Context: an optimization exercise on an open-source flow, tuned for small area and a short achievable clock period. The choices shown serve that exercise and are no tape-out recipe. Where RTL was checked, it was by simulation tests only, not by an equivalence proof against the original. No functional check of the RTL was part of run 2. Power and IR drop assume default switching activity.

==> flow/design.v <==
module ram16x8 (data_out, clk, w_mem, address, data_in);
input[3:0] address;
input[7:0] data_in;
input w_mem, clk;
output[7:0] data_out;
reg[7:0] ram_data[15:0];
reg[7:0] data_out;
always@(posedge clk)begin
	if (w_mem == 1'b0)
		data_out <= ram_data[address];
	else
		ram_data[address] <= data_in;
end
endmodule
module cpu(out, in, clk, reset);
parameter DATA_IN=0, REG_C_O=1, ALU_OUT=2, MEM_OUT=3;
input[7:0] in;
input clk, reset;
output[7:0] out;
reg[7:0] reg_a, reg_b, reg_c, instr, write_data, out;
wire[7:0] in, mem_out, alu_out;
wire clk, reset;
wire [3:0] addr;
wire [1:0] sel;
wire ready, w_out, w_reg_a, w_reg_b, w_reg_c, w_mem;
always@(alu_out or in or mem_out or reg_c or sel)begin
	if (sel == DATA_IN)
		write_data = in;
	else if (sel == ALU_OUT)
		write_data = alu_out;
    else if (sel == MEM_OUT)
        write_data = mem_out;
    else
        write_data = reg_c;
end   
always@(posedge clk)begin
	if(reset)begin
		instr <= 0;
		reg_a <= 0;
		reg_b <= 0;
		reg_c <= 0;
		out <= 0;
	end
	else begin
	    instr <= in;
		if(ready | w_reg_c | w_out)begin
			if (w_reg_c)
				reg_c <= write_data;
			else if (w_reg_a)
				reg_a <= write_data;
			else if (w_reg_b)
				reg_b <= write_data;
			else 
				out <= write_data;
		end
	end
end
ram16x8 r1(
	.data_out	(mem_out[7:0]),
	.address	(addr[3:0]),
	.data_in	(write_data[7:0]),
	.w_mem		(w_mem),
	.clk		(clk));
ALU a1(
	.alu_out	(alu_out[7:0]),
	.reg_a		(reg_a[7:0]),
	.reg_b		(reg_b[7:0]),
	.sel_fun	(instr[6:4]));
Control c1(
	.addr		(addr[3:0]),
	.sel		(sel[1:0]),
	.ready		(ready),
	.w_out		(w_out),
	.w_reg_a	(w_reg_a),
	.w_reg_b	(w_reg_b),
	.w_reg_c	(w_reg_c),
	.w_mem		(w_mem),
	.opcode		(instr[7:0]),
	.clk		(clk),
	.reset		(reset));
endmodule
module Control(opcode, clk, reset, addr, sel, ready,
		w_out, w_reg_a, w_reg_b, w_reg_c, w_mem) ;
parameter DATA_IN=0, REG_C_O=1, ALU_OUT=2, MEM_OUT=3;
parameter ST_0=0, ST_1=1, ST_2=2, ST_3=3;
input[7:0] opcode;
input clk, reset;
output[3:0] addr;
output[1:0] sel;
output ready, w_out, w_reg_a, w_reg_b, w_reg_c, w_mem;
reg[3:0] addr;
reg[1:0] sel;
reg ready, w_mem, w_out, w_reg_a, w_reg_b, w_reg_c;
reg[1:0] current_state, next_state;
always@(posedge clk)begin
	if (!reset)
		current_state <= next_state;
	else
		current_state <= ST_1;
	end
always@(current_state or opcode)begin
	case(current_state)
	ST_0:begin
		ready = 1;
		addr = opcode[3:0];
		case (opcode[7:4])
		4'b0000:begin  
				w_out=0; w_reg_a=0; w_reg_b=0; w_reg_c=1; w_mem=0;
				sel=ALU_OUT; next_state=ST_0; 
				end
		4'b0001:begin  
				w_out=0; w_reg_a=0; w_reg_b=0; w_reg_c=1; w_mem=0; 
				sel=ALU_OUT; next_state=ST_0;
				end
		4'b0010:begin  
				w_out=0; w_reg_a=0; w_reg_b=0; w_reg_c=1; w_mem=0; 
				sel=ALU_OUT; next_state=ST_0;
				end
		4'b0011:begin  
				w_out=0; w_reg_a=0; w_reg_b=0; w_reg_c=1; w_mem=0; 
				sel=ALU_OUT; next_state=ST_0;
				end
		4'b0100:begin  
				w_out=0; w_reg_a=0; w_reg_b=0; w_reg_c=1; w_mem=0;
				sel=ALU_OUT; next_state=ST_0;
				end
		4'b0101:begin  
				w_out=0; w_reg_a=0; w_reg_b=0; w_reg_c=1; w_mem=0;
				sel=ALU_OUT; next_state=ST_0;
				end
		4'b0110:begin  
				w_out=0; w_reg_a=1; w_reg_b=0; w_reg_c=0; w_mem=0;
				sel=DATA_IN; next_state=ST_1;
				end
		4'b0111:begin  
				w_out=0; w_reg_a=0; w_reg_b=1; w_reg_c=0; w_mem=0; 
				sel=DATA_IN; next_state=ST_1;
				end
		4'b1000:begin  
				w_out=0; w_reg_a=0; w_reg_b=0; w_reg_c=0; w_mem=1; 
				sel=DATA_IN; next_state=ST_1;
				end
		4'b1001:begin  
				w_out=0; w_reg_a=0; w_reg_b=0; w_reg_c=0; w_mem=1; 
				sel=REG_C_O; next_state=ST_0;
				end
		4'b1010:begin  
				w_out=0; w_reg_a=0; w_reg_b=0; w_reg_c=0; w_mem=0; 
				sel=MEM_OUT; next_state=ST_2;  
				end
		4'b1011:begin  
				w_out=1; w_reg_a=0; w_reg_b=0; w_reg_c=0; w_mem=0;
				sel=REG_C_O; next_state=ST_0;
				end
		4'b1100:begin  
				w_out=1; w_reg_a=0; w_reg_b=0; w_reg_c=0; w_mem=0; 
				sel=MEM_OUT; next_state=ST_3; 
				end
		4'b1101:begin  
				w_out=0; w_reg_a=1; w_reg_b=0; w_reg_c=0; w_mem=0;
				sel=REG_C_O; next_state=ST_0; 
				end
		4'b1110:begin  
				w_out=0; w_reg_a=0; w_reg_b=1; w_reg_c=0; w_mem=0;
				sel=REG_C_O; next_state=ST_0;
				end
		default:begin
				w_out=0; w_reg_a=0; w_reg_b=0; w_reg_c=0; w_mem=1;
				sel=ALU_OUT; next_state=ST_0;
				end
		endcase
	end
	ST_1 : begin
			ready = 0; addr = 0;
			w_out = 0; w_reg_a = 0; w_reg_b = 0; w_reg_c = 0; w_mem = 0;
			sel = DATA_IN; next_state = ST_0;
			end
	ST_2 : begin
			ready = 0; addr = 0;
			w_out = 0; w_reg_a = 0; w_reg_b = 0; w_reg_c = 1; w_mem = 0;
			sel = MEM_OUT; next_state = ST_0;
			end
	ST_3 : begin
			ready = 0; addr = 0;
			w_out = 1; w_reg_a = 0; w_reg_b = 0; w_reg_c = 0; w_mem = 0;
			sel = MEM_OUT; next_state = ST_0;
			end       
	default : begin
			ready = 0; addr = 0;
			w_out = 0; w_reg_a = 0; w_reg_b = 0; w_reg_c = 0; w_mem = 0;
			sel = DATA_IN; next_state = ST_0;
			end
	endcase 
end
endmodule
module ALU(alu_out, reg_a, reg_b, sel_fun) ;
input[7:0]  reg_a, reg_b;
input[2:0] 	sel_fun;
output[7:0] alu_out;
reg[7:0] 	alu_out;
always@(reg_a or reg_b or sel_fun)begin
	case (sel_fun) 
	3'b000 : alu_out = reg_a + reg_b;
	3'b001 : alu_out = reg_a - reg_b;
	3'b010 : alu_out = reg_a + 1;
	3'b011 : alu_out = reg_a - 1;
	3'b100 : alu_out = reg_a + reg_b + 1;
	3'b101 : alu_out = -reg_a;
	default: alu_out = 8'h00;
	endcase
end
endmodule
==> flow/run.sh <==
#!/bin/bash
# synth_recipe.tcl (not shown) runs the flow's synth.tcl, then flattens the netlist and writes it again
# the make line also repeats each setting of config.mk as NAME=value (left out here)
make -C /OpenROAD-flow-scripts/flow DESIGN_CONFIG=/design/flow/config.mk WORK_HOME=/design/flow/orfs CLKGATE_MAP_FILE= SYNTH_SCRIPT=/design/flow/synth_recipe.tcl finish
==> flow/config.mk <==
export PLATFORM = sky130hd
export DESIGN_NAME = cpu
export DESIGN_NICKNAME = cpu
export VERILOG_FILES = /design/flow/design.v
export SDC_FILE = /design/flow/constraint.sdc
export NUM_CORES = 4
export LEC_CHECK = 0
export CAP_MARGIN = 20
export CORE_MARGIN = 2
export CORE_UTILIZATION = 40
export SLEW_MARGIN = 20
==> flow/constraint.sdc <==
create_clock -name core_clock -period 4.0 [get_ports {clk}]
set_input_delay 0.8000 -clock core_clock [delete_from_list [all_inputs] [get_ports {clk}]]
set_output_delay 0.8000 -clock core_clock [all_outputs]
set_load 0.01 [all_outputs]
==> metrics.md, run 1 <==
| Metric | Value |
|---|---|
| WP data arrival | 3.68 ns |
| Startpoint types | flop |
| Largest net degree at the start of global routing | 47 |
| Hold path depth | 1 |
| I/O Buffers | 17 |
| Status | finished clean |
| Syn Inst Count | 801 |
| Post-route ant nets | 0 |
| PD cells | 426 nW/um^2 |
| Core box area | 21800 sq um |
| Ratio of cells with drive above 1 in the final layout | 10.2% |
| Worst Tran Pin Value | 0.946 ns |
| Commonest cells after routing, fill and taps aside | edfxtp_1, nor2_1, a21oi_1 |
| Routed WL per cell | 20.3 um |
| Reg2reg end | r1.ram_data[4][7] |
| Crit-path slowest cell | nor2_2 |
| Hold Crit Endpoint | c1.current_state[0] |
| Warnings, synthesis | 4 |
| CTS tree | done |
| RSZ-0062 raised after global routing | no |
| Final net count | 855 |
| Register area share after synthesis | 56.9% |
| Clk pwr share | 38.3% |
| Slew Limit Fails | 0 |
| Initial antenna violation count | 0 |
| Slew HR | 36.8% |
| Starting density of the core | 40.8% |
| Fill cell count | 2015 |
| Sequential fraction of design power | 50.9% |
| #FFs+latches synth | 185 |
| Max Cap Violations | 0 |
| Postcts setup bufs | 0 |
| Post-DR vias/cell | 5.60 |
| Initial DRT Pass Iterations | 5 |
| FF-to-FF path depth | 12 |
| Clk latency of the worst-skew pair | 0.44 ns |
| Clk buf depth | 2 |
| # hold bufs at CTS | 0 |
| Clock skew | 0.0131 ns |
| Multi-input logic area | 3610 sq um |
| Fin crit period | 3.55 ns |
| Vias in the first global route | 6113 |
| Diode count | 0 |
| HP Class | reg2reg |
| CP endpoint kind | flop |
| Async SR Flop Fraction | 0% |
| Row cnt | 54 |
| I/O pins | 18 |
| DR DRC count | 0 |
| Synthesized area per cell | 11.1 sq um |
| DP Wirelength | 15.3 mm |
| P_leak | 0.00351 uW |
| Fin Setup TNS | 0 ns |
| First-pass GRT wire length | 36.0 mm |
| Fmax | 282 MHz |
| Leading cell type in the layout, fill and taps excluded | edfxtp_1 |
| DR iter-0 viols | 543 |
| Gr usage total | 20.1% |
| Synth cell types | 63 |
| Final setup vio count | 0 |
| CTS Buf Count | 17 |
| CTS resizes | 0 |
| Via count | 6236 |
| Total internal power | 3180 uW |
| Max FO, Critical Path | 16 |
| GR Overflow Total | 0 |
| Synth Cell Area | 8890 sq um |
| # clock sinks | 185 |
| Worst Path Class, Setup | reg2reg |
| Area of the die | 23400 sq um |
| Critical path's largest stage delay | 0.58 ns |
| Mapped Nets | 836 |
| Worst R2R Setup Slack | 0.45 ns |
| Syn-to-layout area delta | 12.5% |
| Post-placement cell count | 1081 |
| Non-Filler Instances | 1113 |
| Routability Congestion | 0.912 |
| Switching Fraction | 25.3% |
| VDD IR-drop max | 0.290 mV |
| Root Buffer | clkbuf_16 |
| Worst r2r src | instr[6] |
| Critical-path cell list | nor2b_1 -> a21oi_1 -> nor2_1 -> a221o_1 -> ha_1 -> and2_1 -> o211ai_1 -> a21o_1 -> a21bo_2 -> o311ai_1 -> nor2_1 -> nor2_2 |
| Post-synth EDFFs | 136 |
| Seq. cell area | 5070 sq um |
| WL final | 22.6 mm |
| Die Wd | 153 um |
| Worst EP required | 4.13 ns |
| Switch Pwr | 1080 uW |
| Ys flop type | edfxtp_1 |
| Most used cell, CP | nor2_1 |
| Clock-pin transition on the worst setup and hold timing paths | 0.07 ns |
| Fin crit share | 88.6% |
| Fin. Hold Viols | 0 |
| Die height | 153 um |
| H-tree levels | 4 |
| Combinational Power Share | 10.8% |
[registers in the layout, summed over array words and instances, names as in the netlist, named ones only]
signal	count
r1.ram_data	128
out	8
r1.data_out	8
reg_a	8
reg_b	8
reg_c	8
instr	7
c1.current_state	2
[cell type report]
cell class                      count  area share (%)
Clock buffer                       21            4.50
Clock inverter                     11            1.12
Inverter                           15           0.562
Multi-Input combinational cell    557            36.0
Sequential cell                   185            50.6
Tap cell                          280            3.50
Timing Repair Buffer               44            3.67
[logic make-up (layout without fill, tap and decap cells)]
kind of cell	Yosys count	after routing	synth area share (%)
XOR/XNOR	14	14	1.38
AND/OR/NAND/NOR	273	273	14.8
adder cells (fa/ha/maj)	25	25	3.69
multiplexers	47	47	6.70
AO/OA/AOI/OAI	198	198	13.8
buffers and inverters	59	91	2.66
flip-flops	185	185	56.9
[layer usage]
metal	up-vias	track usage, %	wire length, um	part of all wire [%]
met5	-	0	0	0
met4	0	5.86	330	1.5
met3	24	3.69	1130	5.0
met2	156	32.1	10800	48
met1	3066	28.1	10400	46
li1	2990	-	-	-
[synthesized netlist by cell type (2+ instances only)]
| library cell | n | area share, % |
|---|---|---|
| a211o_1 | 5 | 0.49 |
| a211oi_1 | 4 | 0.34 |
| a211oi_2 | 2 | 0.28 |
| a21o_1 | 3 | 0.25 |
| a21oi_1 | 82 | 4.6 |
| a311oi_1 | 5 | 0.49 |
| a31oi_1 | 4 | 0.28 |
| a32oi_1 | 3 | 0.30 |
| and2_1 | 3 | 0.21 |
| and2b_1 | 2 | 0.17 |
| buf_1 | 4 | 0.17 |
| buf_2 | 9 | 0.51 |
| clkbuf_1 | 30 | 1.3 |
| dfxtp_1 | 49 | 11 |
| edfxtp_1 | 136 | 46 |
| fa_1 | 2 | 0.45 |
| ha_1 | 23 | 3.2 |
| inv_1 | 12 | 0.51 |
| inv_2 | 3 | 0.13 |
| mux2i_1 | 37 | 4.2 |
| mux4_2 | 10 | 2.5 |
| nand2_1 | 52 | 2.2 |
| nand2b_1 | 13 | 0.91 |
| nand3_1 | 7 | 0.39 |
| nand3b_1 | 15 | 1.3 |
| nand4_1 | 5 | 0.35 |
| nor2_1 | 120 | 5.1 |
| nor2b_1 | 24 | 1.7 |
| nor3_1 | 8 | 0.45 |
| nor3b_1 | 3 | 0.25 |
| o211ai_1 | 5 | 0.42 |
| o21a_1 | 4 | 0.34 |
| o21ai_0 | 25 | 1.4 |
| o21ai_1 | 17 | 0.96 |
| o221ai_1 | 3 | 0.30 |
| o22ai_1 | 13 | 0.91 |
| o31ai_1 | 10 | 0.84 |
| or2_1 | 3 | 0.21 |
| or3_1 | 10 | 0.70 |
| xnor2_1 | 6 | 0.59 |
| xor2_1 | 8 | 0.79 |
[worst max path at each step]
stage                     startpoint                 to  cells after the start
after global routing        instr[6]  r1.ram_data[4][7]                     12
after detailed placement    instr[6]  r1.ram_data[0][7]                     12
final                       instr[6]  r1.ram_data[4][7]                     12
after global placement      instr[6]  r1.ram_data[0][7]                     12
after floorplan             instr[5]  r1.ram_data[0][7]                     13
after CTS                   instr[6]  r1.ram_data[4][7]                     12
[through the flow]
stage	power (uW)	area, sq um	utilization, %	setup slack (ns)	hold WS [ns]
6_report	4260	10000	45.9	0.455	0.426
4_1_cts	4290	10000	45.9	0.183	0.432
2_1_floorplan	2490	8890	-	0.581	0.403
3_3_place_gp	2670	9450	43.3	0.339	0.406
5_1_grt	4420	10000	45.9	0.227	0.461
3_5_place_dp	2670	9450	43.3	0.211	0.417
[power groups by stage]
stage	clock network, uW	logic, uW	registers [uW]
after global routing	1730	508	2170
after global placement	0	458	2210
after detailed placement	0	460	2210
after CTS	1660	462	2170
final	1630	461	2170
after floorplan	0	296	2200
[worst max-delay path, delay by kind of cell (launching register included)]
kind                       cells  cell delay (ns)
AOI/OAI and AO/OA              6             1.28
adders and majority gates      1             0.33
DFF                            1             0.55
and+or+nand+nor                5             1.06
==> run 2: changes to the inputs <==
==> flow/design.v (replaced) <==
module cpu(out, in, clk, reset);
input  [7:0] in;
input        clk, reset;
output [7:0] out;
reg [7:0]   out;
reg [7:0]   reg_a, reg_b, reg_c, mem_d;
reg [127:0] mem;                        
reg [3:0]   op;                         
reg [3:0]   addr;                       
reg         st0, st2, st3;              
reg         mem_wr;                     
reg         inv_a, use_b, inv_b, cin;   
wire op_alu = st0 & ~op[3] & ~(op[2] & op[1]);       
wire op_6   = st0 & (op == 4'h6);
wire op_7   = st0 & (op == 4'h7);
wire op_8   = st0 & (op == 4'h8);
wire op_9b  = st0 & (op == 4'h9 || op == 4'hB);
wire op_ac  = st0 & (op == 4'hA || op == 4'hC);
wire op_a   = st0 & (op == 4'hA);
wire op_c   = st0 & (op == 4'hC);
wire op_d   = st0 & (op == 4'hD);
wire op_e   = st0 & (op == 4'hE);
wire nx_s0 = ~reset & ~(op_6 | op_7 | op_8 | op_ac);
wire [2:0] in_f = in[6:4];
always @(posedge clk) begin
	op     <= in[7:4];
	addr   <= in[3:0] & {4{nx_s0}};
	st0    <= nx_s0;
	st2    <= ~reset & op_a;
	st3    <= ~reset & op_c;
	mem_wr <= nx_s0 & in[7] & ((~in[6] & ~in[5]) | (in[6] & in[5] & in[4]));
	inv_a  <= (in_f == 3'd5);
	use_b  <= (in_f == 3'd0) | (in_f == 3'd1) | (in_f == 3'd4);
	inv_b  <= (in_f == 3'd1) | (in_f == 3'd3);
	cin    <= (in_f == 3'd1) | (in_f == 3'd2) | (in_f == 3'd4) | (in_f == 3'd5);
end
wire [7:0] alu_x = reg_a ^ {8{inv_a}};
wire [7:0] alu_y = (reg_b & {8{use_b}}) ^ {8{inv_b}};
reg  [8:0] cg, cp, cgn, cpn;
reg  [7:0] alu_out;
integer k, s;
always @(*) begin
	cg = {alu_x & alu_y, cin};
	cp = {alu_x ^ alu_y, 1'b0};
	for (s = 1; s < 9; s = s * 2) begin
		cgn = cg; cpn = cp;
		for (k = s; k < 9; k = k + 1) begin
			cgn[k] = cg[k] | (cp[k] & cg[k-s]);
			cpn[k] = cp[k] & cp[k-s];
		end
		cg = cgn; cp = cpn;
	end
	alu_out = alu_x ^ alu_y ^ cg[7:0];
end
wire [7:0] mem_wd = (in & {8{~op[0]}}) | (reg_c & {8{op[0] & ~op[1]}});
reg [15:0] wsel, rsel;
reg [7:0]  rd;
integer i;
always @(*) begin
	rd = 8'd0;
	for (i = 0; i < 16; i = i + 1) begin
		rsel[i] = (addr == i);
		wsel[i] = mem_wr & rsel[i];
		rd = rd | (mem[8*i +: 8] & {8{rsel[i]}});
	end
end
always @(posedge clk) begin
	for (i = 0; i < 16; i = i + 1)
		if (wsel[i])
			mem[8*i +: 8] <= mem_wd;
	if (!mem_wr)
		mem_d <= rd;
end
wire nr = ~reset;
wire a_in = nr & op_6, a_c = nr & op_d, a_h = nr & ~(op_6 | op_d);
wire b_in = nr & op_7, b_c = nr & op_e, b_h = nr & ~(op_7 | op_e);
wire c_alu = nr & op_alu, c_d = nr & st2, c_h = nr & ~(op_alu | st2);
wire o_in = nr & op_8, o_c = nr & op_9b, o_d = nr & (op_ac | st3);
wire o_h  = nr & ~(op_8 | op_9b | op_ac | st3 | (st0 & op == 4'hF));
always @(posedge clk) begin
	reg_a <= (in & {8{a_in}}) | (reg_c & {8{a_c}}) | (reg_a & {8{a_h}});
	reg_b <= (in & {8{b_in}}) | (reg_c & {8{b_c}}) | (reg_b & {8{b_h}});
	reg_c <= (alu_out & {8{c_alu}}) | (mem_d & {8{c_d}}) | (reg_c & {8{c_h}});
	out   <= (in & {8{o_in}}) | (reg_c & {8{o_c}}) | (mem_d & {8{o_d}}) | (out & {8{o_h}});
end
endmodule
--- a/flow/config.mk
+++ b/flow/config.mk
@@ -8,4 +8,5 @@
 export CAP_MARGIN = 20
 export CORE_MARGIN = 2
 export CORE_UTILIZATION = 40
+export SETUP_SLACK_MARGIN = 2.3
 export SLEW_MARGIN = 20
==> metrics.md, run 2 <==
| Metric | Value |
|---|---|
| # clock sinks | 184 (-0.54%) |
| Area of the die | 20900 sq um (-11%) |
| Fin crit period | 2.25 ns (-1.29 ns) |
| GR Overflow Total | 0 (unchanged) |
| WP data arrival | 2.57 ns (-1.11 ns) |
| Max FO, Critical Path | 7 (-9) |
| Initial antenna violation count | 0 (unchanged) |
| VDD IR-drop max | 0.334 mV (+15%) |
| Register area share after synthesis | 63.9% (+6.9 points) |
| Row cnt | 51 (-5.6%) |
| WL final | 25.7 mm (+14%) |
| Commonest cells after routing, fill and taps aside | edfxtp_1, buf_4, nand2_1 |
| #FFs+latches synth | 184 (-0.54%) |
| Die height | 145 um (-5.6%) |
| Largest register FFs | 128 (unchanged) |
| Top post-synthesis cells by area | edfxtp_1, dfxtp_1, a22oi_1 |
| Clk buf depth | 2 (unchanged) |
| Non-Filler Instances | 1007 (-9.5%) |
| Die Wd | 145 um (-5.6%) |
| Synth cell types | 69 (+9.5%) |
| Crit-path slowest cell | dfxtp_4 |
| Worst Path Class, Setup | reg2reg |
| HP Class | reg2reg |
| Fin. Hold Viols | 0 (unchanged) |
| RSZ-0062 raised after global routing | yes |
| Startpoint types | flop |
| Diode count | 0 (unchanged) |
| Clock-pin transition on the worst setup and hold timing paths | 0.08 ns (about the same) |
| DR DRC count | 0 (unchanged) |
| Reg with most FFs | mem |
| Clock skew | 0.0118 ns (-0.00137 ns) |
| Warnings, synthesis | 1 (-3) |
| CP endpoint kind | flop |
| Syn Inst Count | 612 (-24%) |
| CTS Buf Count | 17 (unchanged) |
| Root Buffer | clkbuf_16 |
| Ratio of cells with drive above 1 in the final layout | 41.2% (+31 points) |
| Max Cap Violations | 0 (unchanged) |
| Fin Setup TNS | 0 ns (unchanged) |
| Via count | 6138 (-1.6%) |
| Post-placement cell count | 867 (-20%) |
| DP Wirelength | 14.4 mm (-6.0%) |
| First-pass GRT wire length | 35.4 mm (-1.5%) |
| Clk latency of the worst-skew pair | 0.44 ns (about the same) |
| Post-DR vias/cell | 6.10 (+8.8%) |
| Leading cell type in the layout, fill and taps excluded | edfxtp_1 |
| Critical path's largest stage delay | 0.40 ns (-0.18 ns) |
| Vias in the first global route | 5628 (-7.9%) |
| Top-count cell post-synth | edfxtp_1 |
| Async SR Flop Fraction | 0% (unchanged) |
| Dpl cell area | 8340 sq um (-12%) |
| Critical path buffer and inverter count | 0 (unchanged) |
| Synthesized area per cell | 12.9 sq um (+16%) |
| H-tree levels | 4 (unchanged) |
| Worst EP required | 4.32 ns (+0.19 ns) |
| I/O pins | 18 (unchanged) |
| # hold bufs at CTS | 0 (unchanged) |
| Mapped Nets | 630 (-25%) |
| Synth Cell Area | 7900 sq um (-11%) |
| Largest net degree at the start of global routing | 21 (-55%) |
| Slew Limit Fails | 0 (unchanged) |
| Post-synth top area cell | edfxtp_1 |
| Ys flop type | edfxtp_1 |
| Post-route ant nets | 0 (unchanged) |
| Final net count | 747 (-13%) |
| Gr usage total | 23.4% (+3.3 points) |
| Top cell type's share of synthesized area | 51.7% (+5.8 points) |
| Syn-to-layout area delta | 39.0% |
| Final setup vio count | 0 (unchanged) |
| Post-synth EDFFs | 136 (unchanged) |
| Routed WL per cell | 25.5 um (+26%) |
| Routability Congestion | 0.878 (-3.8%) |
| P_leak | 0.00403 uW (+15%) |
| Initial DRT Pass Iterations | 10 (+5) |
| Final Cell Area | 11000 sq um (+9.7%) |
| I/O Buffers | 17 (unchanged) |
| PD cells | 403 nW/um^2 (-5.5%) |
| Critical-path cell list | nand2_4 -> xnor2_4 -> fa_2 -> a21o_1 -> a221o_1 -> o41a_1 -> xnor2_1 -> o21ai_1 |
| CTS tree | done |
| Core box area | 19400 sq um (-11%) |
| Starting density of the core | 40.7% (-0.046 points) |
| DR iter-0 viols | 870 (+60%) |
| Status | finished clean |
| Post-synth top cells | edfxtp_1, nand2_1, nor2_1 |
| Fin crit share | 56.3% (-32 points) |
| Worst Tran Pin Value | 0.698 ns (-0.247 ns) |
| Delay-heaviest family, CP | compound AO/OA/AOI/OAI gates |
| Slew HR | 53.4% (+17 points) |
| Fmax | 444 MHz (+57%) |
[run 2: changes by cell type in the layout (fill, tap and decap cells not counted), sizes merged, moves of 10 or more]
cell / before / now
a21oi: 82 / 14
a221oi: 1 / 11
a222oi: 1 / 11
a22o: 0 / 10
a22oi: 1 / 27
and3: 0 / 10
buf: 28 / 123
clkdlybuf4s50: 16 / 5
ha: 23 / 7
mux2i: 37 / 16
nand3b: 15 / 0
nor2: 121 / 50
o21ai: 42 / 20
o22ai: 13 / 2
[run 2: worst paths after layout]
kind / from / endpoint / slack (ns) / cells after the start
worst max-delay path: use_b / reg_c[7] / 1.75 / 8
worst min-delay path: out[2] / out[2] / 0.49 / 1
worst max register to register: use_b / reg_c[7] / 1.75 / 8
worst min register to register: out[2] / out[2] / 0.49 / 1
[run 2: cell type report]
class | count | area [sq um]
tap | 265 | 332
fill | 1475 | 8420
timing repair buffer | 134 | 1450
clock inverter | 15 | 174
sequential | 184 | 5100
clock buffer | 17 | 425
inverter | 16 | 68.8
multi-input combinational | 376 | 3430
[run 2: metal layers]
layer	wire length, um	track usage [%]	part of all wire, %
met1	10000	32.2	39
met2	12000	37.0	47
met3	2680	5.30	10
met4	1010	7.36	3.9
met5	0	0	0
[run 2: metrics by stage]
stage	util [%]	hold WS [ns]	setup WS [ns]	power, uW
2_1_floorplan	-	0.446	1.86	2380
3_3_place_gp	43.0	0.460	1.28	2490
3_5_place_dp	43.0	0.467	1.17	2500
4_1_cts	52.1	0.476	1.77	4300
5_1_grt	56.6	0.502	1.68	4530
6_report	56.6	0.489	1.75	4420
[run 2: cell families after synthesis]
kind of cell	count (synthesis)	share of synthesized area, %
compound gates	145	14.6
fa+ha+maj	8	1.36
flops	184	63.9
simple gates	175	10.9
buf+inv	52	3.18
mux	25	3.60
xor+xnor	23	2.55
[run 2: what timing repair did]
item,CTS,global route
endpoints found under the setup margin,311,225
gates resized for setup,192,95
pin swaps,35,35
gates cloned,0,3
setup buffers,61,44
hold endpoints to repair,0,0
[run 2: report_power, final]
group | leakage [uW] | internal [uW] | switching [uW]
sequential | 0.00166 | 2090 | 64.3
clock | 0.000293 | 898 | 829
combinational | 0.00207 | 252 | 291
total | 0.00403 | 3240 | 1180
==> run 3: changes to the inputs <==
==> flow/design.v (replaced) <==
module cpu(out, in, clk, reset);
input  [7:0] in;
input        clk, reset;
output [7:0] out;
reg [7:0]   out;
reg [7:0]   reg_a, reg_b, reg_c, mem_d;
reg [7:0]   alu_p, alu_g;               
reg         alu_c;                      
reg [127:0] mem;                        
reg [3:0]   op;                         
reg [3:0]   addr;                       
reg         st0, st2, st3;              
reg         mem_wr;                     
wire op_alu = st0 & ~op[3] & ~(op[2] & op[1]);       
wire op_6   = st0 & (op == 4'h6);
wire op_7   = st0 & (op == 4'h7);
wire op_8   = st0 & (op == 4'h8);
wire op_9b  = st0 & (op == 4'h9 || op == 4'hB);
wire op_ac  = st0 & (op == 4'hA || op == 4'hC);
wire op_a   = st0 & (op == 4'hA);
wire op_c   = st0 & (op == 4'hC);
wire op_d   = st0 & (op == 4'hD);
wire op_e   = st0 & (op == 4'hE);
wire op_f   = st0 & (op == 4'hF);
wire nx_s0 = ~reset & ~(op_6 | op_7 | op_8 | op_ac);
always @(posedge clk) begin
	op     <= in[7:4];
	addr   <= in[3:0] & {4{nx_s0}};
	st0    <= nx_s0;
	st2    <= ~reset & op_a;
	st3    <= ~reset & op_c;
	mem_wr <= nx_s0 & in[7] & ((~in[6] & ~in[5]) | (in[6] & in[5] & in[4]));
end
wire nr = ~reset;
wire a_in = nr & op_6, a_c = nr & op_d, a_h = nr & ~(op_6 | op_d);
wire b_in = nr & op_7, b_c = nr & op_e, b_h = nr & ~(op_7 | op_e);
wire c_alu = nr & op_alu, c_d = nr & st2, c_h = nr & ~(op_alu | st2);
wire o_in = nr & op_8, o_c = nr & op_9b, o_d = nr & (op_ac | st3);
wire o_h  = nr & ~(op_8 | op_9b | op_ac | st3 | op_f);
wire [7:0] a_nx = (in & {8{a_in}}) | (reg_c & {8{a_c}}) | (reg_a & {8{a_h}});
wire [7:0] b_nx = (in & {8{b_in}}) | (reg_c & {8{b_c}}) | (reg_b & {8{b_h}});
wire [2:0] f = in[6:4];
wire inv_a = f[2] & f[0];
wire use_b = ~f[1] & ~(f[2] & f[0]);
wire inv_b = f[0] & ~f[2];
wire [7:0] a_sel = op_d ? reg_c : reg_a;
wire [7:0] b_sel = op_e ? reg_c : reg_b;
wire [7:0] alu_x = a_sel ^ {8{inv_a}};
wire [7:0] alu_y = (b_sel & {8{use_b}}) ^ {8{inv_b}};
always @(posedge clk) begin
	alu_p <= alu_x ^ alu_y;
	alu_g <= alu_x & alu_y;
	alu_c <= f[2] | (f[1] ^ f[0]);
end
reg  [8:0] cg, cp, cgn, cpn;
integer k, s;
always @(*) begin
	cg = {alu_g, alu_c};
	cp = {alu_p, 1'b0};
	for (s = 1; s < 9; s = s * 2) begin
		cgn = cg; cpn = cp;
		for (k = s; k < 9; k = k + 1) begin
			cgn[k] = cg[k] | (cp[k] & cg[k-s]);
			cpn[k] = cp[k] & cp[k-s];
		end
		cg = cgn; cp = cpn;
	end
end
wire [7:0] alu_out = alu_p ^ cg[7:0];
wire [7:0] mem_wd = (in & {8{~op[0]}}) | (reg_c & {8{op[0] & ~op[1]}});
reg [15:0] wsel, rsel;
reg [7:0]  rd;
integer i;
always @(*) begin
	rd = 8'd0;
	for (i = 0; i < 16; i = i + 1) begin
		rsel[i] = (addr == i);
		wsel[i] = mem_wr & rsel[i];
		rd = rd | (mem[8*i +: 8] & {8{rsel[i]}});
	end
end
always @(posedge clk) begin
	for (i = 0; i < 16; i = i + 1)
		if (wsel[i])
			mem[8*i +: 8] <= mem_wd;
	if (!mem_wr)
		mem_d <= rd;
end
always @(posedge clk) begin
	reg_a <= a_nx;
	reg_b <= b_nx;
	reg_c <= (alu_out & {8{c_alu}}) | (mem_d & {8{c_d}}) | (reg_c & {8{c_h}});
	out   <= (in & {8{o_in}}) | (reg_c & {8{o_c}}) | (mem_d & {8{o_d}}) | (out & {8{o_h}});
end
endmodule
--- a/flow/config.mk
+++ b/flow/config.mk
@@ -8,5 +8,5 @@
 export CAP_MARGIN = 20
 export CORE_MARGIN = 2
 export CORE_UTILIZATION = 40
-export SETUP_SLACK_MARGIN = 2.3
+export SETUP_SLACK_MARGIN = 1.8
 export SLEW_MARGIN = 20
==> metrics.md, run 3 <==
| Metric | Value |
|---|---|
| Largest net degree at the start of global routing | 30 (+43%) |
| Startpoint types | flop |
| Top-count cell post-synth | edfxtp_1 |
| Worst r2r src | addr[3] |
| Clock-pin transition on the worst setup and hold timing paths | 0.08 ns (about the same) |
| Clock skew | 0.0181 ns (+0.00634 ns) |
| Warnings, synthesis | 1 (unchanged) |
| CTS tree | done |
| Initial antenna violation count | 0 (unchanged) |
| Combinational Power Share | 7.7% (-4.6 points) |
| HP Class | reg2reg |
| Row cnt | 53 (+3.9%) |
| RSZ-0062 raised after global routing | no |
| Core box area | 21000 sq um (+8.0%) |
| WL final | 23.0 mm (-11%) |
| Crit-path slowest cell | clkdlybuf4s50_1 |
| WP data arrival | 1.38 ns (-1.19 ns) |
| Post-synth EDFFs | 136 (unchanged) |
| Worst EP required | 3.20 ns (-1.12 ns) |
| Gr usage total | 21.1% (-2.3 points) |
| Post-synth top area cell | edfxtp_1 |
| Worst path depth | 1 (-7) |
| First-pass GRT wire length | 35.0 mm (-1.1%) |
| Fin crit share | 54.5% (-1.8 points) |
| Critical-path cell list | clkdlybuf4s50_1 |
| Sequential fraction of design power | 51.9% (+3.2 points) |
| VDD IR-drop max | 0.307 mV (-8.1%) |
| Fin crit period | 2.18 ns (-0.0738 ns) |
| Vias in the first global route | 5662 (+0.60%) |
| Die height | 150 um (+3.6%) |
| Delay-heaviest family, CP | buffers and inverters |
| H-tree levels | 4 (unchanged) |
| Fin Setup TNS | 0 ns (unchanged) |
| Final setup vio count | 0 (unchanged) |
| Top cell type's share of synthesized area | 48.1% (-3.6 points) |
| Worst Tran Pin Value | 0.926 ns (+0.228 ns) |
| Fill cell count | 1923 (+30%) |
| CTS Buf Count | 17 (unchanged) |
| Post-route ant nets | 0 (unchanged) |
| Worst Path Class, Setup | reg2out |
| Fin. Hold Viols | 0 (unchanged) |
| Reg2reg end | mem_d[7] |
| Largest register FFs | 128 (unchanged) |
| Slew HR | 38.0% (-15 points) |
| Starting density of the core | 40.5% (-0.17 points) |
| P_leak | 0.00330 uW (-18%) |
| Max Cap Violations | 0 (unchanged) |
| Final net count | 714 (-4.4%) |
| Switch Pwr | 1190 uW (+0.73%) |
| Critical path's largest stage delay | 0.56 ns (+0.16 ns) |
| Post-DR vias/cell | 5.99 (-1.8%) |
| Register area share after synthesis | 62.2% (-1.7 points) |
| Critical path buffer and inverter count | 1 (+1) |
| Final Total Pwr | 4420 uW (-0.13%) |
| Synth cell types | 77 (+12%) |
| Hold Slack | 0.469 ns (-0.0203 ns) |
| Root Buffer | clkbuf_16 |
| Leading cell type in the layout, fill and taps excluded | edfxtp_1 |
| Async SR Flop Fraction | 0% (unchanged) |
| DP Wirelength | 15.6 mm (+8.4%) |
| #FFs+latches synth | 196 (+6.5%) |
| Fmax | 459 MHz (+3.4%) |
| Ratio of cells with drive above 1 in the final layout | 15.2% (-26 points) |
| Synth Cell Area | 8500 sq um (+7.6%) |
| Worst R2R Setup Slack | 1.86 ns (+0.11 ns) |
| Ys flop type | edfxtp_1 |
| Diode count | 0 (unchanged) |
| Top post-synthesis cells by area | edfxtp_1, dfxtp_1, mux2i_1 |
| Commonest cells after routing, fill and taps aside | edfxtp_1, dfxtp_1, nand2_1 |
| Routability Congestion | 0.878 (about the same) |
| I/O Buffers | 17 (unchanged) |
| Routed WL per cell | 23.4 um (-8.4%) |
| Syn Inst Count | 668 (+9.2%) |
| Area of the die | 22400 sq um (+7.4%) |
| Clk buf depth | 2 (unchanged) |
| Switching Fraction | 27.0% (+0.23 points) |
| Die Wd | 150 um (+3.6%) |
| GR Overflow Total | 0 (unchanged) |
| Status | finished clean |
| Clk latency of the worst-skew pair | 0.44 ns (about the same) |
| Total internal power | 3220 uW (-0.44%) |
| Setup crit end | out[7] |
| Synthesized area per cell | 12.7 sq um (-1.4%) |
| DR iter-0 viols | 637 (-27%) |
| CP endpoint kind | output pin |
| Post-synth top cells | edfxtp_1, dfxtp_1, nand2_1 |
| Clk pwr share | 40.4% (+1.3 points) |
| I/O pins | 18 (unchanged) |
| # clock sinks | 196 (+6.5%) |
| Initial DRT Pass Iterations | 5 (-5) |
| Reg with most FFs | mem |
| CP Launch Point | out[7] |
| Max FO, Critical Path | 2 (-5) |
| Syn-to-layout area delta | 14.8% |
| Slew Limit Fails | 0 (unchanged) |
| FF-to-FF path depth | 5 (-3) |
| Final Util | 46.5% (-10 points) |
| Mapped Nets | 686 (+8.9%) |
| Via count | 5892 (-4.0%) |
| DR DRC count | 0 (unchanged) |
| PD cells | 453 nW/um^2 (+12%) |
==> run 3: cell types whose count changed in the layout (fill, tap and decap cells not counted), sizes merged, moves of 9 or more <==
cell	delta
nand2	-11
a22o	-9
nand3	+22
nor2	-14
nor3	-9
dfxtp	+12
a21oi	+15
mux2i	+10
a31oi	+10
buf	-89
xnor2	-11
a222oi	-10
o21ai	+10
==> run 3: metrics by stage <==
step           cell area [sq um]  setup WS, ns  cells
6_report                    9750          1.82    984
5_1_grt                     9750          1.77    984
4_1_cts                     9650          1.66    976
3_5_place_dp                8970          1.23    943
3_3_place_gp                8970          1.30    943
2_1_floorplan               8500          1.85    668
==> run 3: what timing repair did <==
action,CTS,global route
setup endpoints to repair,204,52
hold buffers,0,0
pin swaps,0,0
buffers inserted,1,8
gates resized for setup,21,12
==> run 3: how the worst min path moves through the flow <==
stage,startpoint,endpoint,slack (ns),cells after the start
2_1_floorplan,reg_a[0],reg_a[0],0.44,2
3_3_place_gp,reg_a[4],reg_a[4],0.45,2
3_5_place_dp,reg_a[7],reg_a[7],0.46,2
4_1_cts,reg_a[7],reg_a[7],0.47,2
5_1_grt,reg_a[7],reg_a[7],0.48,2
6_report,reg_a[7],reg_a[7],0.47,2
==> run 3: final cells by class <==
class	count	area (sq um)	share of cell area, %
clock buffer	17	425	4.36
clock inverter	15	215	2.21
inverter	13	48.8	0.501
multi-input combinational	417	2970	30.5
sequential	196	5300	54.4
tap	275	344	3.53
timing repair buffer	51	444	4.56
==> run 3: kinds of logic (layout without fill, tap and decap cells) <==
logic type	after synthesis	after routing	synth area share [%]
AO/OA/AOI/OAI	168	168	14.2
XOR/XNOR	11	11	1.30
adder cells (fa/ha/maj)	8	8	1.18
buffers and inverters	55	96	3.33
flip-flops	196	196	62.2
multiplexers	39	39	5.58
AND/OR/NAND/NOR	191	191	12.2
==> run 3: routing by layer <==
layer	global-route usage (%)	share of wire, %	up-vias
met1	28.4	43	2937
met3	4.94	7.0	42
met5	0	0	-
met2	33.9	47	266
met4	6.89	2.5	0
li1	-	-	2647
==> run 3: tightest hold or removal path, cell delays in order (launching register included) <==
cell	delay, ns
dfxtp_1	0.31
nand3_1	0.06
a21oi_1	0.05
==> run 3: power groups by stage <==
stage | combinational [uW] | sequential [uW] | clock [uW]
after floorplan | 224 | 2300 | 0
after global placement | 313 | 2340 | 0
after detailed placement | 317 | 2340 | 0
after CTS | 325 | 2290 | 1800
after global routing | 368 | 2300 | 1880
final | 340 | 2290 | 1780
==> run 4: changes to the inputs <==
--- a/flow/config.mk
+++ b/flow/config.mk
@@ -8,5 +8,5 @@
 export CAP_MARGIN = 20
 export CORE_MARGIN = 2
 export CORE_UTILIZATION = 40
-export SETUP_SLACK_MARGIN = 1.8
+export SETUP_SLACK_MARGIN = 2.2
 export SLEW_MARGIN = 20
==> metrics.md, run 4 <==
| Metric | Value |
|---|---|
| Clk buf depth | 2 (unchanged) |
| Initial DRT Pass Iterations | 5 (unchanged) |
| Leading cell type in the layout, fill and taps excluded | edfxtp_1 |
| # hold bufs at CTS | 0 (unchanged) |
| Reg with most FFs | mem |
| Synth Cell Area | 8500 sq um (unchanged) |
| DR iter-0 viols | 731 (+15%) |
| VDD IR-drop max | 0.294 mV (-4.3%) |
| PD cells | 422 nW/um^2 (-6.8%) |
| Synth cell types | 77 (unchanged) |
| I/O pins | 18 (unchanged) |
| Ys flop type | edfxtp_1 |
| Clk latency of the worst-skew pair | 0.44 ns (about the same) |
| Max Cap Violations | 0 (unchanged) |
| Setup ws final | 1.98 ns (+0.163 ns) |
| Register area share after synthesis | 62.2% (unchanged) |
| CP endpoint kind | flop |
| GR Overflow Total | 0 (unchanged) |
| Vias in the first global route | 5984 (+5.7%) |
| HP Class | reg2reg |
| Post-synth top cells | edfxtp_1, dfxtp_1, nand2_1 |
| Fin crit period | 2.02 ns (-0.163 ns) |
| Worst Path Class, Setup | reg2reg |
| Starting density of the core | 40.5% (unchanged) |
| Final Util | 49.7% (+3.2 points) |
| Post-synth EDFFs | 136 (unchanged) |
| Switch Pwr | 1120 uW (-6.3%) |
| # clock sinks | 196 (unchanged) |
| Status | finished clean |
| Area of the die | 22400 sq um (unchanged) |
| First-pass GRT wire length | 37.1 mm (+6.1%) |
| Largest register FFs | 128 (unchanged) |
| Fin crit share | 50.4% (-4.1 points) |
| P_leak | 0.00354 uW (+7.4%) |
| Mapped Nets | 686 (unchanged) |
| Max FO, Critical Path | 6 (+4) |
| Post-placement cell count | 938 (-0.53%) |
| Slew Limit Fails | 0 (unchanged) |
| Dpl ws | 1.14 ns (-0.0878 ns) |
| Fmax | 496 MHz (+8.1%) |
| Routed WL per cell | 24.7 um (+5.5%) |
| Top-count cell post-synth | edfxtp_1 |
| Worst Tran Pin Value | 0.579 ns (-0.347 ns) |
| Top cell type's share of synthesized area | 48.1% (unchanged) |
| Switching Fraction | 25.4% (-1.6 points) |
| Initial antenna violation count | 0 (unchanged) |
| Combinational Power Share | 9.7% (+2.0 points) |
| CTS tree | done |
| RSZ-0062 raised after global routing | yes |
| H-tree levels | 4 (unchanged) |
| Adder-cell share of the synthesized area | 1.18% (unchanged) |
| Non-Filler Instances | 1014 (+3.0%) |
| Warnings, synthesis | 1 (unchanged) |
| WL final | 25.0 mm (+8.7%) |
| Final setup vio count | 0 (unchanged) |
| Diode count | 0 (unchanged) |
| DP Wirelength | 15.3 mm (-1.6%) |
| Syn-to-layout area delta | 22.5% |
| Synth Area in Compound Gates | 14.2% (unchanged) |
| Post-Synth XOR/XNOR Area | 1.30% (unchanged) |
| Root Buffer | clkbuf_16 |
| Syn Inst Count | 668 (unchanged) |
| Clock-pin transition on the worst setup and hold timing paths | 0.07 ns (about the same) |
| Hold Slack | 0.468 ns (-0.00112 ns) |
| WP data arrival | 2.19 ns (+0.81 ns) |
| Row cnt | 53 (unchanged) |
| Startpoint types | flop |
| Post-synth top area cell | edfxtp_1 |
| Core box area | 21000 sq um (unchanged) |
| Crit-path slowest cell | or4_4 |
| Ratio of cells with drive above 1 in the final layout | 27.6% (+12 points) |
| Post-DR vias/cell | 6.09 (+1.6%) |
| Fin Setup TNS | 0 ns (unchanged) |
| Post-Synth Simple-Gate Area | 12.2% (unchanged) |
| Via count | 6171 (+4.7%) |
| Main combinational cell family by area after synthesis | compound AO/OA/AOI/OAI gates |
| Critical path's largest stage delay | 0.54 ns (-0.02 ns) |
| Clock skew | 0.00867 ns (-0.00944 ns) |
| Post-route ant nets | 0 (unchanged) |
| Worst EP required | 4.17 ns (+0.97 ns) |
| #FFs+latches synth | 196 (unchanged) |
| Routability Congestion | 0.871 (-0.74%) |
| Sequential fraction of design power | 52.1% (+0.2 points) |
| Async SR Flop Fraction | 0% (unchanged) |
| Die Wd | 150 um (unchanged) |
| Fin. Hold Viols | 0 (unchanged) |
| Die height | 150 um (unchanged) |
| Final net count | 745 (+4.3%) |
| Critical-path cell list | buf_6 -> buf_4 -> inv_2 -> a32oi_1 -> o22ai_1 -> or4_4 |
| DR DRC count | 0 (unchanged) |
| Gr usage total | 22.5% (+1.4 points) |
| Total internal power | 3280 uW (+1.7%) |
| CTS Buf Count | 17 (unchanged) |
| I/O Buffers | 17 (unchanged) |
| Largest net degree at the start of global routing | 35 (+17%) |
| Synthesized area per cell | 12.7 sq um (unchanged) |
| Fraction of synthesized area in multiplexers | 5.58% (unchanged) |
| Top post-synthesis cells by area | edfxtp_1, dfxtp_1, mux2i_1 |
| Commonest cells after routing, fill and taps aside | edfxtp_1, buf_4, dfxtp_1 |
| Slew HR | 61.2% (+23 points) |
| Clk pwr share | 38.2% (-2.2 points) |
run 4: cell counts after synthesis:
Identical to the previous run, type by type.
run 4: final timing paths:
kind / start / endpoint / slack [ns] / cells after the start
max reg2reg: addr[2] / mem_d[3] / 1.98 / 6
max: addr[2] / mem_d[3] / 1.98 / 6
min reg2reg: reg_a[6] / reg_a[6] / 0.47 / 2
min: reg_a[6] / reg_a[6] / 0.47 / 2
run 4: timing repair:
action | in CTS | in global routing
gates resized for setup | 141 | 38
buffers inserted | 23 | 17
setup endpoints to repair | 308 | 110
pin swaps | 13 | 16
cloned | 3 | 2
run 4: metal layers:
| metal | share of wire [%] | up-vias | GRT usage (%) |
|---|---|---|---|
| li1 | - | 2722 | - |
| met1 | 40 | 3022 | 30.3 |
| met2 | 48 | 371 | 37.5 |
| met3 | 8.7 | 56 | 4.24 |
| met4 | 2.9 | 0 | 6.23 |
| met5 | 0 | - | 0 |
run 4: cell type report:
class                           instances  area [sq um]
Inverter                               13          52.6
Fill cell                            1811         10500
Tap cell                              275           344
Clock buffer                           18           429
Timing Repair Buffer                   81           818
Clock inverter                         13           145
Sequential cell                       196          5330
Multi-Input combinational cell        418          3300
run 4: power by group through the flow:
stage               Combinational, uW  Clock (uW)  Sequential, uW
floorplan                         228           0            2300
global placement                  313           0            2340
detailed placement                318           0            2340
CTS                               386        1700            2290
global route                      452        1770            2290
finish                            425        1680            2290
run 4: per-stage QoR:
step | cell area [sq um] | total power, uW
4_1_cts | 10100 | 4370
3_3_place_gp | 8950 | 2650
2_1_floorplan | 8520 | 2530
3_5_place_dp | 8950 | 2660
5_1_grt | 10400 | 4520
6_report | 10400 | 4390
run 4: logic make-up after synthesis:
family,Yosys count
and+or+nand+nor,191
AOI/OAI and AO/OA,168
adders and majority gates,8
xor gates and xnor gates,11
DFF,196
muxes,39
buffers and inverters,55
run 4: critical path, delay by kind of cell, from the launching register on:
family	cells	cell delay, ns
compound gates	2	0.35
buf+inv	3	0.41
flops	1	0.45
simple gates	1	0.54
==> run 5: changes to the inputs <==
--- a/flow/design.v
+++ b/flow/design.v
@@ -8,7 +8,7 @@
 reg         alu_c;                      
 reg [127:0] mem;                        
 reg [3:0]   op;                         
-reg [3:0]   addr;                       
+reg [3:0]   a_lo, a_hi;                 
 reg         st0, st2, st3;              
 reg         mem_wr;                     
 wire op_alu = st0 & ~op[3] & ~(op[2] & op[1]);       
@@ -25,7 +25,8 @@
 wire nx_s0 = ~reset & ~(op_6 | op_7 | op_8 | op_ac);
 always @(posedge clk) begin
 	op     <= in[7:4];
-	addr   <= in[3:0] & {4{nx_s0}};
+	a_lo   <= nx_s0 ? (4'b0001 << in[1:0]) : 4'b0001;
+	a_hi   <= nx_s0 ? (4'b0001 << in[3:2]) : 4'b0001;
 	st0    <= nx_s0;
 	st2    <= ~reset & op_a;
 	st3    <= ~reset & op_c;
@@ -74,7 +75,7 @@
 always @(*) begin
 	rd = 8'd0;
 	for (i = 0; i < 16; i = i + 1) begin
-		rsel[i] = (addr == i);
+		rsel[i] = a_hi[i / 4] & a_lo[i % 4];
 		wsel[i] = mem_wr & rsel[i];
 		rd = rd | (mem[8*i +: 8] & {8{rsel[i]}});
 	end
==> metrics.md, run 5 <==
| Metric | Value |
|---|---|
| Status | finished clean |
| Hold Slack | 0.475 ns (+0.00703 ns) |
| Largest register FFs | 128 (unchanged) |
| Ys flop type | edfxtp_1 |
| Post-synth EDFFs | 136 (unchanged) |
| Dpl cell area | 8540 sq um (-4.6%) |
| Slew Limit Fails | 0 (unchanged) |
| Worst Path Class, Setup | reg2reg |
| Post-synth top cells | edfxtp_1, dfxtp_1, a22oi_1 |
| Die height | 147 um (-2.0%) |
| Startpoint types | flop |
| Clk buf depth | 2 (unchanged) |
| Multi-input logic area | 2840 sq um (-14%) |
| Async SR Flop Fraction | 0% (unchanged) |
| Final net count | 673 (-9.7%) |
| WP data arrival | 2.05 ns (-0.14 ns) |
| WL final | 21.7 mm (-13%) |
| H-tree levels | 4 (unchanged) |
| FF-to-FF path depth | 5 (-1) |
| Syn Inst Count | 623 (-6.7%) |
| # clock sinks | 200 (+2.0%) |
| Routability Congestion | 0.849 (-2.5%) |
| RSZ-0062 raised after global routing | yes |
| Initial DRT Pass Iterations | 6 (+1) |
| CP endpoint kind | flop |
| Worst Tran Pin Value | 0.766 ns (+0.186 ns) |
| Post-DR vias/cell | 6.04 (-0.81%) |
| Final Util | 48.7% (-1.0 points) |
| Max Cap Violations | 0 (unchanged) |
| Worst EP required | 4.12 ns (-0.05 ns) |
| Min-delay src | out[3] |
| GR Overflow Total | 0 (unchanged) |
| I/O pins | 18 (unchanged) |
| Reg with most FFs | mem |
| Fin crit period | 1.93 ns (-0.0903 ns) |
| Fill cell count | 1719 (-5.1%) |
| Clock skew | 0.0118 ns (+0.00316 ns) |
| Die Wd | 147 um (-2.0%) |
| Warnings, synthesis | 1 (unchanged) |
| DP Wirelength | 13.1 mm (-15%) |
| Core box area | 20100 sq um (-4.1%) |
| Hold path depth | 1 (-1) |
| Vias in the first global route | 5378 (-10%) |
| Via count | 5662 (-8.2%) |
| Largest net degree at the start of global routing | 30 (-14%) |
| Seq. cell area | 5400 sq um (+1.4%) |
| Initial antenna violation count | 0 (unchanged) |
| PD cells | 440 nW/um^2 (+4.3%) |
| CTS Buf Count | 17 (unchanged) |
| Slew HR | 48.9% (-12 points) |
| Clk latency of the worst-skew pair | 0.44 ns (about the same) |
| P_leak | 0.00343 uW (-3.2%) |
| Fmax | 519 MHz (+4.7%) |
| Final setup vio count | 0 (unchanged) |
| First-pass GRT wire length | 32.5 mm (-13%) |
| Max FO, Critical Path | 6 (unchanged) |
| Clock-pin transition on the worst setup and hold timing paths | 0.07 ns (about the same) |
| Mapped Nets | 641 (-6.6%) |
| CTS tree | done |
| Synth Cell Area | 8150 sq um (-4.1%) |
| Routed WL per cell | 23.1 um (-6.3%) |
| Commonest cells after routing, fill and taps aside | edfxtp_1, a22oi_1, dfxtp_1 |
| Fin crit share | 48.2% (-2.3 points) |
| VDD IR-drop max | 0.323 mV (+9.9%) |
| Register area share after synthesis | 65.9% (+3.6 points) |
| #FFs+latches synth | 200 (+2.0%) |
| Hold Crit Endpoint | out[3] |
| Synthesized area per cell | 13.1 sq um (+2.8%) |
| Root Buffer | clkbuf_16 |
| HP Class | reg2reg |
| # hold bufs at CTS | 0 (unchanged) |
| Post-route ant nets | 0 (unchanged) |
| Gr usage total | 20.2% (-2.4 points) |
| Syn-to-layout area delta | 20.2% |
| Top-count cell post-synth | edfxtp_1 |
| Worst R2R Setup Slack | 2.07 ns (+0.09 ns) |
| I/O Buffers | 17 (unchanged) |
| DR DRC count | 0 (unchanged) |
| Final Cell Area | 9790 sq um (-6.0%) |
| Top cell type's share of synthesized area | 50.1% (+2.1 points) |
| Ratio of cells with drive above 1 in the final layout | 22.6% (-5.0 points) |
| Post-synth top area cell | edfxtp_1 |
| Leading cell type in the layout, fill and taps excluded | edfxtp_1 |
| Worst r2r src | a_hi[1] |
| Synth cell types | 59 (-23%) |
| Area of the die | 21500 sq um (-4.0%) |
| Fin. Hold Viols | 0 (unchanged) |
| Top post-synthesis cells by area | edfxtp_1, dfxtp_1, a22oi_1 |
| Reg2reg end | mem_d[4] |
| Row cnt | 52 (-1.9%) |
| Fin Setup TNS | 0 ns (unchanged) |
| Diode count | 0 (unchanged) |
| Starting density of the core | 40.5% (about the same) |
| DR iter-0 viols | 800 (+9.4%) |
==> run 5: final cells by class <==
class                           count  share of cell area, %
Sequential cell                   200                   55.2
Multi-Input combinational cell    364                   29.1
Clock buffer                       17                   4.35
Tap cell                          270                   3.45
Timing Repair Buffer               55                   5.74
Clock inverter                     15                   1.60
Inverter                           17                  0.652
==> run 5: layer usage <==
layer	up-vias	track usage, %	wire, um
met5	-	0	0
met4	0	6.94	337
met3	31	3.60	1890
met2	247	30.1	10100
met1	2837	29.8	9330
li1	2547	-	-
==> run 5: report_power, final <==
group          leakage [uW]  internal, uW  switching [uW]
Combinational       0.00137           128             190
Clock              0.000276           831             822
Sequential          0.00178          2260            74.6
Total               0.00343          3220            1090
==> run 5: worst max path at each step <==
stage	startpoint	to	slack [ns]
after global placement	reset	out[0]	1.27
after global routing	a_hi[1]	mem_d[4]	1.98
final	a_hi[1]	mem_d[4]	2.07
after CTS	a_hi[1]	mem_d[4]	2.04
after floorplan	a_hi[1]	mem[40]	2.07
after detailed placement	in[3]	mem[59]	1.21
==> run 5: through the flow <==
| stage | total power [uW] | std cells | setup slack [ns] |
|---|---|---|---|
| 3_5_place_dp | 2640 | 874 | 1.21 |
| 4_1_cts | 4290 | 919 | 2.04 |
| 6_report | 4310 | 938 | 2.07 |
| 5_1_grt | 4430 | 938 | 1.98 |
| 3_3_place_gp | 2640 | 874 | 1.27 |
| 2_1_floorplan | 2530 | 623 | 2.07 |
==> run 5: critical path, stage by stage, from the launching register on <==
cell      delay (ns)
dfxtp_4         0.35
buf_12          0.13
a222oi_1        0.31
inv_1           0.10
a222oi_1        0.45
o211ai_1        0.27
==> run 5: cells by family (layout without fill, tap and decap cells) <==
logic type / count (synthesis) / in the layout / synth area share [%]
AO/OA/AOI/OAI: 186 / 186 / 16.8
XOR/XNOR: 12 / 12 / 1.46
adder cells (fa/ha/maj): 8 / 8 / 1.23
buffers and inverters: 60 / 104 / 3.19
flip-flops: 200 / 200 / 65.9
multiplexers: 16 / 16 / 1.97
AND/OR/NAND/NOR: 141 / 142 / 9.52
==> run 5: repair_timing <==
| action | CTS | global route |
|---|---|---|
| setup endpoints to repair | 297 | 113 |
| resized for setup | 94 | 51 |
| pin swaps | 17 | 27 |
| gates cloned | 3 | 0 |
| setup buffers | 10 | 19 |

==> re-timing with driven ports <==
The results above use ideal ports. As a check the final layouts listed here were re-extracted and re-timed, cells and wires unchanged. Step 1 (the two cells are an assumption about what drives the block):
set clk [get_ports {clk}]
set_driving_cell -lib_cell sky130_fd_sc_hd__clkbuf_16 $clk
set_driving_cell -lib_cell sky130_fd_sc_hd__buf_2 [delete_from_list [all_inputs] $clk]
Step 2, shift: input delay + t, output delay - t, t = (earliest + latest rising clock arrival at the registers) / 2. This alone moves slack from input paths to output paths. a / b / c = ideal / step 1 / step 2; a / b = the first two.
run | t (ns) | setup slack, ns | worst hold slack (ns) | worst register clock-pin slew, ns | cell pins on the clock port's net
run 1 | 0.475 | 0.455 / 0.455 / 0.455 | 0.426 / 0.426 / 0.426 | 0.07 / 0.07 | 1
run 2 | 0.485 | 1.746 / 1.746 / 1.746 | 0.489 / 0.489 / 0.489 | 0.08 / 0.08 | 1
run 3 | 0.483 | 1.820 / 1.771 / 1.465 | 0.469 / 0.469 / 0.469 | 0.09 / 0.09 | 1
run 4 | 0.481 | 1.983 / 1.983 / 1.845 | 0.468 / 0.468 / 0.468 | 0.08 / 0.08 | 1
run 5 | 0.481 | 2.074 / 2.074 / 1.764 | 0.475 / 0.475 / 0.475 | 0.08 / 0.08 | 1
After both steps every run listed still meets setup and hold. The setup slack of run 3, which loses most, moves by -0.049 ns with the drivers and by -0.355 ns with both steps.
